What follows belongs to an exercise in optimizing a design on an open flow for small area; a production flow would make more cautious choices.
Only simulation tests tie the RTL to the original design; equivalence was not proved.
Power is estimated from default activity; no workload was simulated.

==> inputs of job 3727 <==
==> flow/design.v <==
module autofeeder (
	input  logic clk,					 
	input  logic reset,
	input  logic tag,					 
	input  logic [3:0] col, 			 
	output logic [3:0] row, 			 
	output logic [6:0] seg,				 
	output logic L1, L2, L3, L4, LC, 	 
	output logic M1, M1B, M2, M2B,  	 
	output logic interrupt,
	output logic [2:0] EncodedState);	 
	logic [2:0] rp;
	logic slwen;
	logic [3:0] keys0, keys1, keys2, keys3;
	always_ff @(posedge clk)
		if (~reset) rp <= 0;
		else        rp <= rp + 1;
	assign slwen = (rp == 3'b011);
	always_comb
		case (rp[1:0])
			2'b00: row = 4'b1110;
			2'b01: row = 4'b1101;
			2'b10: row = 4'b1011;
			2'b11: row = 4'b0111;
		endcase
	always_ff @(posedge clk)
		if      (~reset)            {keys0, keys1, keys2, keys3} <= 16'hFFFF;
		else if (rp[1:0] == 2'b00) keys0 <= col;
		else if (rp[1:0] == 2'b01) keys1 <= col;
		else if (rp[1:0] == 2'b10) keys2 <= col;
		else                       keys3 <= col;
	function automatic logic onez(input logic [3:0] k);
		case (k)
			4'b1110, 4'b1101, 4'b1011, 4'b0111: onez = 1'b1;
			default:                            onez = 1'b0;
		endcase
	endfunction
	logic pressed;
	assign pressed = ~&{keys0, keys1, keys2, keys3};
	logic [3:0] bkeys;
	logic [1:0] brow;
	always_comb
		if      (onez(keys0)) begin brow = 2'd0; bkeys = keys0; end
		else if (onez(keys1)) begin brow = 2'd1; bkeys = keys1; end
		else if (onez(keys2)) begin brow = 2'd2; bkeys = keys2; end
		else                  begin brow = 2'd3; bkeys = keys3; end
	logic [6:0] kst;
	logic ButtonPressed;
	always_ff @(posedge clk)
		if (~reset) kst <= 0;
		else if (slwen) begin
			if      (kst == 7'd0)  begin if (pressed)  kst <= 7'd1; end
			else if (kst == 7'd35) begin if (~pressed) kst <= 7'd36; end
			else if (kst == 7'd67) kst <= 7'd0;
			else                   kst <= kst + 1;
		end
	assign ButtonPressed = (kst == 7'd2);
	logic mode, edit, cfg, DigitPressed;
	logic [3:0] digit;
	assign mode = ButtonPressed & (keys0 == 4'b0111);
	assign edit = ButtonPressed & ~onez(keys0) & (keys1 == 4'b0111);
	assign cfg  = ButtonPressed & ~onez(keys0) & ~onez(keys1) & (keys2 == 4'b0111);
	always_comb begin
		DigitPressed = ButtonPressed;
		digit = 4'd0;
		case ({brow, bkeys})
			6'b00_1110: digit = 4'd1;
			6'b00_1101: digit = 4'd2;
			6'b00_1011: digit = 4'd3;
			6'b01_1110: digit = 4'd4;
			6'b01_1101: digit = 4'd5;
			6'b01_1011: digit = 4'd6;
			6'b10_1110: digit = 4'd7;
			6'b10_1101: digit = 4'd8;
			6'b10_1011: digit = 4'd9;
			6'b11_1101: digit = 4'd0;
			default:    DigitPressed = 1'b0;
		endcase
	end
	logic [5:0] dcnt;
	always_ff @(posedge clk)
		if (~reset)              dcnt <= 0;
		else if (dcnt == 6'd61)  dcnt <= 6'd11;
		else                     dcnt <= dcnt + 1;
	assign L1 = ~((dcnt >= 6'd51) & (dcnt <= 6'd59));
	assign L2 = ~((dcnt >= 6'd11) & (dcnt <= 6'd18));
	assign L3 = ~((dcnt >= 6'd21) & (dcnt <= 6'd28));
	assign L4 = ~((dcnt >= 6'd31) & (dcnt <= 6'd38));
	assign LC = ~((dcnt >= 6'd41) & (dcnt <= 6'd48));
	localparam logic [3:0] WRLD = 4'b0000, WRWT = 4'b0010, FDTM = 4'b0011,
	                       FRWT = 4'b0100, FAMT = 4'b0101, ARWT = 4'b0110,
	                       RES  = 4'b1000, WSTR = 4'b1010, FSTR = 4'b1100,
	                       ASTR = 4'b1110;
	logic [3:0] state, nextstate;
	logic stinterrupt, rfinterrupt;
	logic [2:0] cnt;
	logic RFID;
	always_ff @(posedge clk)
		if (~reset)     state <= RES;
		else if (slwen) state <= nextstate;
	always_comb begin
		nextstate = state;
		stinterrupt = 1'b0;
		case (state)
			RES:  begin nextstate = WRLD; stinterrupt = 1'b1; end
			WRLD: if (mode) begin nextstate = FDTM; stinterrupt = 1'b1; end
			      else if (edit) begin nextstate = WSTR; stinterrupt = 1'b1; end
			WSTR: nextstate = WRWT;
			WRWT: if (cnt == 3'd4) begin nextstate = WRLD; stinterrupt = 1'b1; end
			FDTM: if (mode) begin nextstate = FAMT; stinterrupt = 1'b1; end
			      else if (edit) begin nextstate = FSTR; stinterrupt = 1'b1; end
			FSTR: nextstate = FRWT;
			FRWT: if (cnt == 3'd4) begin nextstate = FDTM; stinterrupt = 1'b1; end
			FAMT: if (mode) begin nextstate = WRLD; stinterrupt = 1'b1; end
			      else if (edit) begin nextstate = ASTR; stinterrupt = 1'b1; end
			ASTR: nextstate = ARWT;
			ARWT: if (cnt == 3'd2) begin nextstate = FAMT; stinterrupt = 1'b1; end
			default: nextstate = RES;
		endcase
	end
	assign interrupt = stinterrupt | rfinterrupt;
	assign EncodedState = state[3] ? 3'b111 :
	                      {state[2:1], state[0] | (RFID & (state[2:0] == 3'b000))};
	logic [7:0] coloncnt;
	logic flash, PrevF0, SecondInc;
	always_ff @(posedge clk)
		if (~reset) begin
			coloncnt <= 0;
			RFID <= 0;
			flash <= 0;
			rfinterrupt <= 0;
			PrevF0 <= 0;
		end else if (slwen) begin
			PrevF0 <= flash;
			coloncnt <= coloncnt + 1;
			rfinterrupt <= 0;
			if (coloncnt == 8'd75) flash <= 1;
			else if (coloncnt == 8'd150) begin
				flash <= 0;
				coloncnt <= 0;
			end else if (cfg) begin
				RFID <= ~RFID;
				rfinterrupt <= 1;
			end
		end
	assign SecondInc = flash ^ PrevF0;
	logic [2:0] WT1, WT3, FT1, FT3, RF1, RF3, P1, P3;
	logic [3:0] WT2, WT4, FT2, FT4, RF2, RF4, P2, P4;
	logic [3:0] FA3, FA4;
	logic [3:0] D1, D2, D3, D4;
	logic DC;			 
	logic feedstart;
	function automatic logic [13:0] tinc(input logic [13:0] t);
		logic [2:0] a, c; logic [3:0] b, d;
		{a, b, c, d} = t;
		if (d != 4'd9) d = d + 1;
		else begin
			d = 0;
			if (c != 3'd5) c = c + 1;
			else begin
				c = 0;
				if (b != 4'd9) b = b + 1;
				else begin
					b = 0;
					if (a != 3'd5) a = a + 1;
					else a = 0;
				end
			end
		end
		tinc = {a, b, c, d};
	endfunction
	wire [13:0] WT = {WT1, WT2, WT3, WT4};
	wire [13:0] FT = {FT1, FT2, FT3, FT4};
	wire [13:0] RF = {RF1, RF2, RF3, RF4};
	wire [13:0] PT = {P1, P2, P3, P4};
	wire digbig = (digit >= 4'd6);
	always_ff @(posedge clk) begin
		if (~reset) begin
			{WT1, WT2, WT3, WT4} <= 14'b0;
			{FT1, FT2, FT3, FT4} <= 14'b0;
			{RF1, RF2, RF3, RF4} <= 14'b0;
			{FA3, FA4} <= 8'b0;
			{D1, D2, D3, D4} <= 16'hEEEE;
			DC <= 1'b0;
		end else if (slwen) begin
			if (SecondInc) begin
				{WT1, WT2, WT3, WT4} <= tinc(WT);
				if (state == WRWT) {P1, P2, P3, P4} <= tinc(PT);
				if (RF4 != 0) RF4 <= RF4 - 1;
				else begin
					RF4 <= 4'd9;
					if (RF3 != 0) RF3 <= RF3 - 1;
					else begin
						RF3 <= 3'd5;
						if (RF2 != 0) RF2 <= RF2 - 1;
						else begin
							RF2 <= 4'd9;
							if (RF1 != 0) RF1 <= RF1 - 1;
							else if (feedstart) {RF1, RF2, RF3, RF4} <= FT;
							else {RF1, RF2, RF3, RF4} <= 14'b0;
						end
					end
				end
			end
			case (state)
				WRLD: begin
					cnt <= 0;
					{D1, D2, D3, D4} <= {1'b0, WT1, WT2, 1'b0, WT3, WT4};
					DC <= flash;
				end
				WSTR: begin
					{P1, P2, P3, P4} <= WT;
					{D1, D2, D3, D4} <= 16'hEEEE;
					DC <= 1'b1;
				end
				WRWT:
					if (DigitPressed) begin
						cnt <= cnt + 1;
						case (cnt)
							3'd0: begin
								WT1 <= digit[2:0]; D1 <= digit;
								if (digbig) begin cnt <= 4; {WT1, WT2, WT3, WT4} <= PT; end
							end
							3'd1: begin WT2 <= digit; D2 <= digit; end
							3'd2: begin
								WT3 <= digit[2:0]; D3 <= digit;
								if (digbig) begin cnt <= 4; {WT1, WT2, WT3, WT4} <= PT; end
							end
							3'd3: begin WT4 <= digit; D4 <= digit; end
							default: ;
						endcase
					end else if (edit) begin
						cnt <= 4;
						{WT1, WT2, WT3, WT4} <= PT;
					end
				FDTM: begin
					cnt <= 0;
					if (RFID) {D1, D2, D3, D4} <= {1'b0, RF1, RF2, 1'b0, RF3, RF4};
					else      {D1, D2, D3, D4} <= {1'b0, FT1, FT2, 1'b0, FT3, FT4};
					DC <= 1'b1;
				end
				FSTR: begin
					{P1, P2, P3, P4} <= FT;
					{D1, D2, D3, D4} <= 16'hEEEE;
					DC <= 1'b1;
				end
				FRWT:
					if (DigitPressed) begin
						cnt <= cnt + 1;
						case (cnt)
							3'd0: begin
								FT1 <= digit[2:0]; D1 <= digit;
								if (digbig) begin cnt <= 4; {FT1, FT2, FT3, FT4} <= PT; end
							end
							3'd1: begin FT2 <= digit; D2 <= digit; end
							3'd2: begin
								FT3 <= digit[2:0]; D3 <= digit;
								if (digbig) begin cnt <= 4; {FT1, FT2, FT3, FT4} <= PT; end
							end
							3'd3: begin
								FT4 <= digit; D4 <= digit;
								{RF1, RF2, RF3, RF4} <= FT;
							end
							default: ;
						endcase
					end else if (edit) begin
						cnt <= 4;
						{FT1, FT2, FT3, FT4} <= PT;
					end
				FAMT: begin
					cnt <= 0;
					{D1, D2, D3, D4} <= {8'hEE, FA3, FA4};
					DC <= 1'b0;
				end
				ASTR: begin
					P2 <= FA3;
					P4 <= FA4;
					{D1, D2, D3, D4} <= 16'hEEEE;
					DC <= 1'b0;
				end
				ARWT:
					if (DigitPressed) begin
						cnt <= cnt + 1;
						if (cnt == 3'd0) begin FA3 <= digit; D3 <= digit; end
						else if (cnt == 3'd1) begin FA4 <= digit; D4 <= digit; end
					end else if (edit) begin
						cnt <= 2;
						FA3 <= P2;
						FA4 <= P4;
					end
				default: ;
			endcase
		end
	end
	logic [3:0] dsel;
	always_comb
		if      (dcnt >= 6'd51) dsel = D1;
		else if (dcnt <= 6'd10) dsel = 4'd11;
		else if (dcnt <= 6'd20) dsel = D2;
		else if (dcnt <= 6'd30) dsel = D3;
		else if (dcnt <= 6'd40) dsel = D4;
		else                    dsel = {3'b111, DC};
	always_comb
		case (dsel)
			4'b0000 : seg = 7'b0000001;  
			4'b0001 : seg = 7'b1001111;  
			4'b0010 : seg = 7'b0010010;  
			4'b0011 : seg = 7'b0000110;  
			4'b0100 : seg = 7'b1001100;  
			4'b0101 : seg = 7'b0100100;  
			4'b0110 : seg = 7'b0100000;  
			4'b0111 : seg = 7'b0001111;  
			4'b1000 : seg = 7'b0000000;  
			4'b1001 : seg = 7'b0000100;  
			4'b1011 : seg = 7'b1000010;  
			4'b1100 : seg = 7'b1100000;  
			4'b1110 : seg = 7'b1111111;  
			4'b1111 : seg = 7'b0010000;  
			default : seg = 7'b1111110;  
		endcase
	always_ff @(posedge clk)
		if (~reset) feedstart <= 0;
		else if (slwen)
			if (RFID) feedstart <= tag & (RF == 14'b0);
			else      feedstart <= (WT == FT);
	localparam logic [1:0] IDLE = 2'd0, BUSY = 2'd1, DONE = 2'd2;
	logic [1:0] mstate;
	logic [4:0] QStep;
	logic [5:0] Step;
	logic [3:0] R3, R4;		 
	logic Finished;
	always_ff @(posedge clk)
		if (~reset) mstate <= IDLE;
		else if (slwen)
			case (mstate)
				IDLE: if (feedstart) mstate <= BUSY;
				BUSY: if (Finished) mstate <= DONE;
				default: mstate <= IDLE;
			endcase
	always_ff @(posedge clk) begin
		if (~reset) begin
			QStep <= 0;
			Step <= 0;
			{R3, R4} <= 8'b0;
			Finished <= 0;
			{M1, M1B, M2, M2B} <= 4'b0;
		end else if (slwen) begin
			QStep <= QStep + 1;
			if (mstate == IDLE) begin
				QStep <= 0;
				{R3, R4} <= 8'b0;
				Finished <= 0;
				{M1, M1B, M2, M2B} <= 4'b0;
			end else if (mstate == BUSY) begin
				if ((R3 > FA3) | ((R3 == FA3) & (R4 >= FA4))) Finished <= 1;
			end
			if (QStep == 5'd5) {M1, M1B, M2, M2B} <= 4'b1001;
			else if (QStep == 5'd10) {M1, M1B, M2, M2B} <= 4'b1010;
			else if (QStep == 5'd15) {M1, M1B, M2, M2B} <= 4'b0110;
			else if (QStep == 5'd20) begin
				QStep <= 0;
				{M1, M1B, M2, M2B} <= 4'b0101;
				if (Step == 6'd49) begin
					Step <= 0;
					if (R4 == 4'd9) {R3, R4} <= {R3 + 4'd1, 4'd0};
					else            {R3, R4} <= {R3, R4 + 4'd1};
				end else Step <= Step + 1;
			end else if (mstate == DONE) {M1, M1B, M2, M2B} <= 4'b0;
		end
	end
endmodule
==> flow/run.sh <==
#!/bin/bash
# synth_recipe.tcl (not shown) runs the flow's synth.tcl, then flattens the netlist and writes it again
# the make line also repeats each setting of config.mk as NAME=value (left out here)
make -C /OpenROAD-flow-scripts/flow DESIGN_CONFIG=/design/flow/config.mk WORK_HOME=/design/flow/orfs CLKGATE_MAP_FILE= SYNTH_SCRIPT=/design/flow/synth_recipe.tcl finish
==> flow/config.mk <==
export PLATFORM = sky130hd
export DESIGN_NAME = autofeeder
export DESIGN_NICKNAME = autofeeder
export VERILOG_FILES = /design/flow/design.v
export SDC_FILE = /design/flow/constraint.sdc
export NUM_CORES = 4
export LEC_CHECK = 0
export CAP_MARGIN = 20
export CORE_MARGIN = 2
export CORE_UTILIZATION = 40
export SLEW_MARGIN = 20
==> flow/constraint.sdc <==
create_clock -name core_clock -period 12.0 [get_ports {clk}]
set_input_delay 2.4000 -clock core_clock [delete_from_list [all_inputs] [get_ports {clk}]]
set_output_delay 2.4000 -clock core_clock [all_outputs]
set_load 0.01 [all_outputs]
==> job 7088 (differences from job 3727) <==
==> flow/design.v, changed modules only <==
module autofeeder (
	input  logic clk,					 
	input  logic reset,
	input  logic tag,					 
	input  logic [3:0] col, 			 
	output logic [3:0] row, 			 
	output logic [6:0] seg,				 
	output logic L1, L2, L3, L4, LC, 	 
	output logic M1, M1B, M2, M2B,  	 
	output logic interrupt,
	output logic [2:0] EncodedState);	 
	logic [2:0] rp;
	logic slwen;
	always_ff @(posedge clk)
		if (~reset) rp <= 0;
		else        rp <= rp + 1;
	assign slwen = (rp == 3'b011);
	always_comb
		case (rp[1:0])
			2'b00: row = 4'b1110;
			2'b01: row = 4'b1101;
			2'b10: row = 4'b1011;
			2'b11: row = 4'b0111;
		endcase
	logic cone, cany;
	logic [1:0] cidx;
	always_comb begin
		cone = 1'b1;
		cidx = 2'd0;
		case (col)
			4'b1110: cidx = 2'd0;
			4'b1101: cidx = 2'd1;
			4'b1011: cidx = 2'd2;
			4'b0111: cidx = 2'd3;
			default: cone = 1'b0;
		endcase
	end
	assign cany = ~&col;
	logic [2:0] k0, k1;		 
	logic [3:0] r23;		 
	always_ff @(posedge clk) begin
		if (rp[1:0] == 2'b00) k0 <= cone ? {1'b1, cidx} : {1'b0, cany, 1'b0};
		if (rp[1:0] == 2'b01) k1 <= cone ? {1'b1, cidx} : {1'b0, cany, 1'b0};
	end
	always_ff @(posedge clk)
		if (~reset) r23 <= 4'b0;
		else if (rp[1:0] == 2'b11) r23 <= {cany, 1'b0, 1'b0, (col == 4'b1101)};
		else if (rp[1:0] == 2'b10) begin
			r23[3] <= r23[3] | cany;
			if (cone) r23[2:0] <= {1'b1, cidx};
		end
	logic pressed;
	assign pressed = k0[2] | k0[1] | k1[2] | k1[1] | r23[3];
	logic [6:0] kst;
	logic ButtonPressed;
	always_ff @(posedge clk)
		if (~reset) kst <= 0;
		else if (slwen) begin
			if      (kst == 7'd0)  begin if (pressed)  kst <= 7'd1; end
			else if (kst == 7'd35) begin if (~pressed) kst <= 7'd36; end
			else if (kst == 7'd67) kst <= 7'd0;
			else                   kst <= kst + 1;
		end
	assign ButtonPressed = (kst == 7'd2);
	logic mode, edit, cfg, DigitPressed;
	logic [3:0] digit;
	assign mode = ButtonPressed & (k0 == 3'b111);
	assign edit = ButtonPressed & ~k0[2] & (k1 == 3'b111);
	assign cfg  = ButtonPressed & ~k0[2] & ~k1[2] & (r23[2:0] == 3'b111);
	always_comb begin
		DigitPressed = ButtonPressed;
		digit = 4'd0;
		if (k0[2])
			case (k0[1:0])
				2'd0: digit = 4'd1;
				2'd1: digit = 4'd2;
				2'd2: digit = 4'd3;
				default: DigitPressed = 1'b0;
			endcase
		else if (k1[2])
			case (k1[1:0])
				2'd0: digit = 4'd4;
				2'd1: digit = 4'd5;
				2'd2: digit = 4'd6;
				default: DigitPressed = 1'b0;
			endcase
		else
			case (r23[2:0])
				3'd4: digit = 4'd7;
				3'd5: digit = 4'd8;
				3'd6: digit = 4'd9;
				3'd1: digit = 4'd0;
				default: DigitPressed = 1'b0;
			endcase
	end
	logic [5:0] dcnt;
	always_ff @(posedge clk)
		if (~reset)              dcnt <= 0;
		else if (dcnt == 6'd61)  dcnt <= 6'd11;
		else                     dcnt <= dcnt + 1;
	assign L1 = ~((dcnt >= 6'd51) & (dcnt <= 6'd59));
	assign L2 = ~((dcnt >= 6'd11) & (dcnt <= 6'd18));
	assign L3 = ~((dcnt >= 6'd21) & (dcnt <= 6'd28));
	assign L4 = ~((dcnt >= 6'd31) & (dcnt <= 6'd38));
	assign LC = ~((dcnt >= 6'd41) & (dcnt <= 6'd48));
	localparam logic [3:0] WRLD = 4'b0000, WRWT = 4'b0010, FDTM = 4'b0011,
	                       FRWT = 4'b0100, FAMT = 4'b0101, ARWT = 4'b0110,
	                       RES  = 4'b1000, WSTR = 4'b1010, FSTR = 4'b1100,
	                       ASTR = 4'b1110;
	logic [3:0] state, nextstate;
	logic stinterrupt, rfinterrupt;
	logic [2:0] cnt;
	logic RFID;
	always_ff @(posedge clk)
		if (~reset)     state <= RES;
		else if (slwen) state <= nextstate;
	always_comb begin
		nextstate = state;
		stinterrupt = 1'b0;
		case (state)
			RES:  begin nextstate = WRLD; stinterrupt = 1'b1; end
			WRLD: if (mode) begin nextstate = FDTM; stinterrupt = 1'b1; end
			      else if (edit) begin nextstate = WSTR; stinterrupt = 1'b1; end
			WSTR: nextstate = WRWT;
			WRWT: if (cnt == 3'd4) begin nextstate = WRLD; stinterrupt = 1'b1; end
			FDTM: if (mode) begin nextstate = FAMT; stinterrupt = 1'b1; end
			      else if (edit) begin nextstate = FSTR; stinterrupt = 1'b1; end
			FSTR: nextstate = FRWT;
			FRWT: if (cnt == 3'd4) begin nextstate = FDTM; stinterrupt = 1'b1; end
			FAMT: if (mode) begin nextstate = WRLD; stinterrupt = 1'b1; end
			      else if (edit) begin nextstate = ASTR; stinterrupt = 1'b1; end
			ASTR: nextstate = ARWT;
			ARWT: if (cnt == 3'd2) begin nextstate = FAMT; stinterrupt = 1'b1; end
			default: nextstate = RES;
		endcase
	end
	assign interrupt = stinterrupt | rfinterrupt;
	assign EncodedState = state[3] ? 3'b111 :
	                      {state[2:1], state[0] | (RFID & (state[2:0] == 3'b000))};
	logic [7:0] coloncnt;
	logic flash, PrevF0, SecondInc;
	always_ff @(posedge clk)
		if (~reset) begin
			coloncnt <= 0;
			RFID <= 0;
			flash <= 0;
			rfinterrupt <= 0;
			PrevF0 <= 0;
		end else if (slwen) begin
			PrevF0 <= flash;
			coloncnt <= coloncnt + 1;
			rfinterrupt <= 0;
			if (coloncnt == 8'd75) flash <= 1;
			else if (coloncnt == 8'd150) begin
				flash <= 0;
				coloncnt <= 0;
			end else if (cfg) begin
				RFID <= ~RFID;
				rfinterrupt <= 1;
			end
		end
	assign SecondInc = flash ^ PrevF0;
	logic [2:0] WT1, WT3, FT1, FT3, RF1, RF3, P1, P3;
	logic [3:0] WT2, WT4, FT2, FT4, RF2, RF4, P2, P4;
	logic [3:0] FA3, FA4;
	logic [3:0] D1, D2, D3, D4;
	logic DC;			 
	logic feedstart;
	function automatic logic [3:0] inc10(input logic [3:0] d);
		inc10 = (d[3] & d[0]) ? 4'd0 : d + 4'd1;
	endfunction
	function automatic logic [2:0] inc6(input logic [2:0] d);
		inc6 = (d[2] & d[0]) ? 3'd0 : d + 3'd1;
	endfunction
	function automatic logic [13:0] tinc(input logic [13:0] t);
		logic [2:0] a, c; logic [3:0] b, d;
		logic c1, c2, c3;
		{a, b, c, d} = t;
		c1 = d[3] & d[0];
		c2 = c1 & c[2] & c[0];
		c3 = c2 & b[3] & b[0];
		tinc = {c3 ? inc6(a) : a, c2 ? inc10(b) : b, c1 ? inc6(c) : c, inc10(d)};
	endfunction
	wire [13:0] WT = {WT1, WT2, WT3, WT4};
	wire [13:0] FT = {FT1, FT2, FT3, FT4};
	wire [13:0] RF = {RF1, RF2, RF3, RF4};
	wire [13:0] PT = {P1, P2, P3, P4};
	wire digbig = (digit >= 4'd6);
	logic [13:0] rdec;
	always_comb begin
		logic b1, b2, b3;
		b1 = (RF4 == 4'd0);
		b2 = b1 & (RF3 == 3'd0);
		b3 = b2 & (RF2 == 4'd0);
		rdec = {b3 ? RF1 - 3'd1 : RF1, b2 ? (RF2 == 4'd0 ? 4'd9 : RF2 - 4'd1) : RF2,
		        b1 ? (RF3 == 3'd0 ? 3'd5 : RF3 - 3'd1) : RF3, b1 ? 4'd9 : RF4 - 4'd1};
		if (b3 & (RF1 == 3'd0)) rdec = feedstart ? FT : 14'b0;
	end
	always_ff @(posedge clk) begin
		if (~reset) begin
			{WT1, WT2, WT3, WT4} <= 14'b0;
			{FT1, FT2, FT3, FT4} <= 14'b0;
			{RF1, RF2, RF3, RF4} <= 14'b0;
			{FA3, FA4} <= 8'b0;
			{D1, D2, D3, D4} <= 16'hEEEE;
			DC <= 1'b0;
		end else if (slwen) begin
			if (SecondInc) begin
				{WT1, WT2, WT3, WT4} <= tinc(WT);
				if (state == WRWT) {P1, P2, P3, P4} <= tinc(PT);
				{RF1, RF2, RF3, RF4} <= rdec;
			end
			case (state)
				WRLD: begin
					cnt <= 0;
					{D1, D2, D3, D4} <= {1'b0, WT1, WT2, 1'b0, WT3, WT4};
					DC <= flash;
				end
				WSTR: begin
					{P1, P2, P3, P4} <= WT;
					{D1, D2, D3, D4} <= 16'hEEEE;
					DC <= 1'b1;
				end
				WRWT:
					if (DigitPressed) begin
						cnt <= cnt + 1;
						case (cnt)
							3'd0: begin
								WT1 <= digit[2:0]; D1 <= digit;
								if (digbig) begin cnt <= 4; {WT1, WT2, WT3, WT4} <= PT; end
							end
							3'd1: begin WT2 <= digit; D2 <= digit; end
							3'd2: begin
								WT3 <= digit[2:0]; D3 <= digit;
								if (digbig) begin cnt <= 4; {WT1, WT2, WT3, WT4} <= PT; end
							end
							3'd3: begin WT4 <= digit; D4 <= digit; end
							default: ;
						endcase
					end else if (edit) begin
						cnt <= 4;
						{WT1, WT2, WT3, WT4} <= PT;
					end
				FDTM: begin
					cnt <= 0;
					if (RFID) {D1, D2, D3, D4} <= {1'b0, RF1, RF2, 1'b0, RF3, RF4};
					else      {D1, D2, D3, D4} <= {1'b0, FT1, FT2, 1'b0, FT3, FT4};
					DC <= 1'b1;
				end
				FSTR: begin
					{P1, P2, P3, P4} <= FT;
					{D1, D2, D3, D4} <= 16'hEEEE;
					DC <= 1'b1;
				end
				FRWT:
					if (DigitPressed) begin
						cnt <= cnt + 1;
						case (cnt)
							3'd0: begin
								FT1 <= digit[2:0]; D1 <= digit;
								if (digbig) begin cnt <= 4; {FT1, FT2, FT3, FT4} <= PT; end
							end
							3'd1: begin FT2 <= digit; D2 <= digit; end
							3'd2: begin
								FT3 <= digit[2:0]; D3 <= digit;
								if (digbig) begin cnt <= 4; {FT1, FT2, FT3, FT4} <= PT; end
							end
							3'd3: begin
								FT4 <= digit; D4 <= digit;
								{RF1, RF2, RF3, RF4} <= FT;
							end
							default: ;
						endcase
					end else if (edit) begin
						cnt <= 4;
						{FT1, FT2, FT3, FT4} <= PT;
					end
				FAMT: begin
					cnt <= 0;
					{D1, D2, D3, D4} <= {8'hEE, FA3, FA4};
					DC <= 1'b0;
				end
				ASTR: begin
					P2 <= FA3;
					P4 <= FA4;
					{D1, D2, D3, D4} <= 16'hEEEE;
					DC <= 1'b0;
				end
				ARWT:
					if (DigitPressed) begin
						cnt <= cnt + 1;
						if (cnt == 3'd0) begin FA3 <= digit; D3 <= digit; end
						else if (cnt == 3'd1) begin FA4 <= digit; D4 <= digit; end
					end else if (edit) begin
						cnt <= 2;
						FA3 <= P2;
						FA4 <= P4;
					end
				default: ;
			endcase
		end
	end
	logic [3:0] dsel;
	always_comb
		if      (dcnt >= 6'd51) dsel = D1;
		else if (dcnt <= 6'd10) dsel = 4'd11;
		else if (dcnt <= 6'd20) dsel = D2;
		else if (dcnt <= 6'd30) dsel = D3;
		else if (dcnt <= 6'd40) dsel = D4;
		else                    dsel = {3'b111, DC};
	always_comb
		case (dsel)
			4'b0000 : seg = 7'b0000001;  
			4'b0001 : seg = 7'b1001111;  
			4'b0010 : seg = 7'b0010010;  
			4'b0011 : seg = 7'b0000110;  
			4'b0100 : seg = 7'b1001100;  
			4'b0101 : seg = 7'b0100100;  
			4'b0110 : seg = 7'b0100000;  
			4'b0111 : seg = 7'b0001111;  
			4'b1000 : seg = 7'b0000000;  
			4'b1001 : seg = 7'b0000100;  
			4'b1011 : seg = 7'b1000010;  
			4'b1100 : seg = 7'b1100000;  
			4'b1110 : seg = 7'b1111111;  
			4'b1111 : seg = 7'b0010000;  
			default : seg = 7'b1111110;  
		endcase
	always_ff @(posedge clk)
		if (~reset) feedstart <= 0;
		else if (slwen)
			if (RFID) feedstart <= tag & (RF == 14'b0);
			else      feedstart <= (WT == FT);
	localparam logic [1:0] IDLE = 2'd0, BUSY = 2'd1, DONE = 2'd2;
	logic [1:0] mstate;
	logic [4:0] QStep;
	logic [5:0] Step;
	logic [3:0] R3, R4;		 
	logic Finished;
	always_ff @(posedge clk)
		if (~reset) mstate <= IDLE;
		else if (slwen)
			case (mstate)
				IDLE: if (feedstart) mstate <= BUSY;
				BUSY: if (Finished) mstate <= DONE;
				default: mstate <= IDLE;
			endcase
	always_ff @(posedge clk) begin
		if (~reset) begin
			QStep <= 0;
			Step <= 0;
			{M1, M1B, M2, M2B} <= 4'b0;
		end else if (slwen) begin
			QStep <= QStep + 1;
			if (mstate == IDLE) begin
				QStep <= 0;
				{R3, R4} <= 8'b0;
				Finished <= 0;
				{M1, M1B, M2, M2B} <= 4'b0;
			end else if (mstate == BUSY) begin
				if ((R3 > FA3) | ((R3 == FA3) & (R4 >= FA4))) Finished <= 1;
			end
			if (QStep == 5'd5) {M1, M1B, M2, M2B} <= 4'b1001;
			else if (QStep == 5'd10) {M1, M1B, M2, M2B} <= 4'b1010;
			else if (QStep == 5'd15) {M1, M1B, M2, M2B} <= 4'b0110;
			else if (QStep == 5'd20) begin
				QStep <= 0;
				{M1, M1B, M2, M2B} <= 4'b0101;
				if (Step == 6'd49) begin
					Step <= 0;
					if (R4 == 4'd9) {R3, R4} <= {R3 + 4'd1, 4'd0};
					else            {R3, R4} <= {R3, R4 + 4'd1};
				end else Step <= Step + 1;
			end else if (mstate == DONE) {M1, M1B, M2, M2B} <= 4'b0;
		end
	end
endmodule
--- a/flow/config.mk
+++ b/flow/config.mk
@@ -6,4 +6,5 @@
 export NUM_CORES = 4
 export LEC_CHECK = 0
+export ABC_AREA = 1
 export CAP_MARGIN = 20
 export CORE_MARGIN = 2
==> run notes <==
Against job 7088, the total power of job 3727 is larger by 15%.
Against job 3727, the non-clock buffer count of job 7088 is lower by 9.
Maximum frequency: job 3727 is smaller than job 7088 (about 10%).
Flip-flop and latch count: job 7088 is lower than job 3727 (6).
In job 3727 the worst setup slack is lower than in job 7088, by 610 ps.
Against job 3727, the hold slack of job 7088 is better by 25 ps.
Between job 7088 and job 3727, the lower combinational power is in job 7088 (gap 31%, measured against job 3727).

re-timing with driven ports:
In the flow no input, the clock included, has a driving cell. The finished layouts below were timed again as built, in two steps. Step 1 (the two cells are an assumption about what drives the block):
set clk [get_ports {clk}]
set_driving_cell -lib_cell sky130_fd_sc_hd__clkbuf_16 $clk
set_driving_cell -lib_cell sky130_fd_sc_hd__buf_2 [delete_from_list [all_inputs] $clk]
Step 2 moves the port delays by t, midway between the first and last clock arrival at a register: inputs arrive t later, outputs are due t later. That takes back most of the time a late clock gives input paths. Slacks: ideal ports / drivers / drivers and shift; pairs: ideal ports / drivers.
run	shift t [ns]	slack for setup (ns)	hold WS [ns]	worst setup path at the end
job 3727	0.485	5.727 / 5.679 / 6.164	0.456 / 0.456 / 0.456	register to output
job 7088	0.501	6.333 / 6.279 / 6.780	0.482 / 0.482 / 0.482	register to output
After both steps every run listed still meets setup and hold.
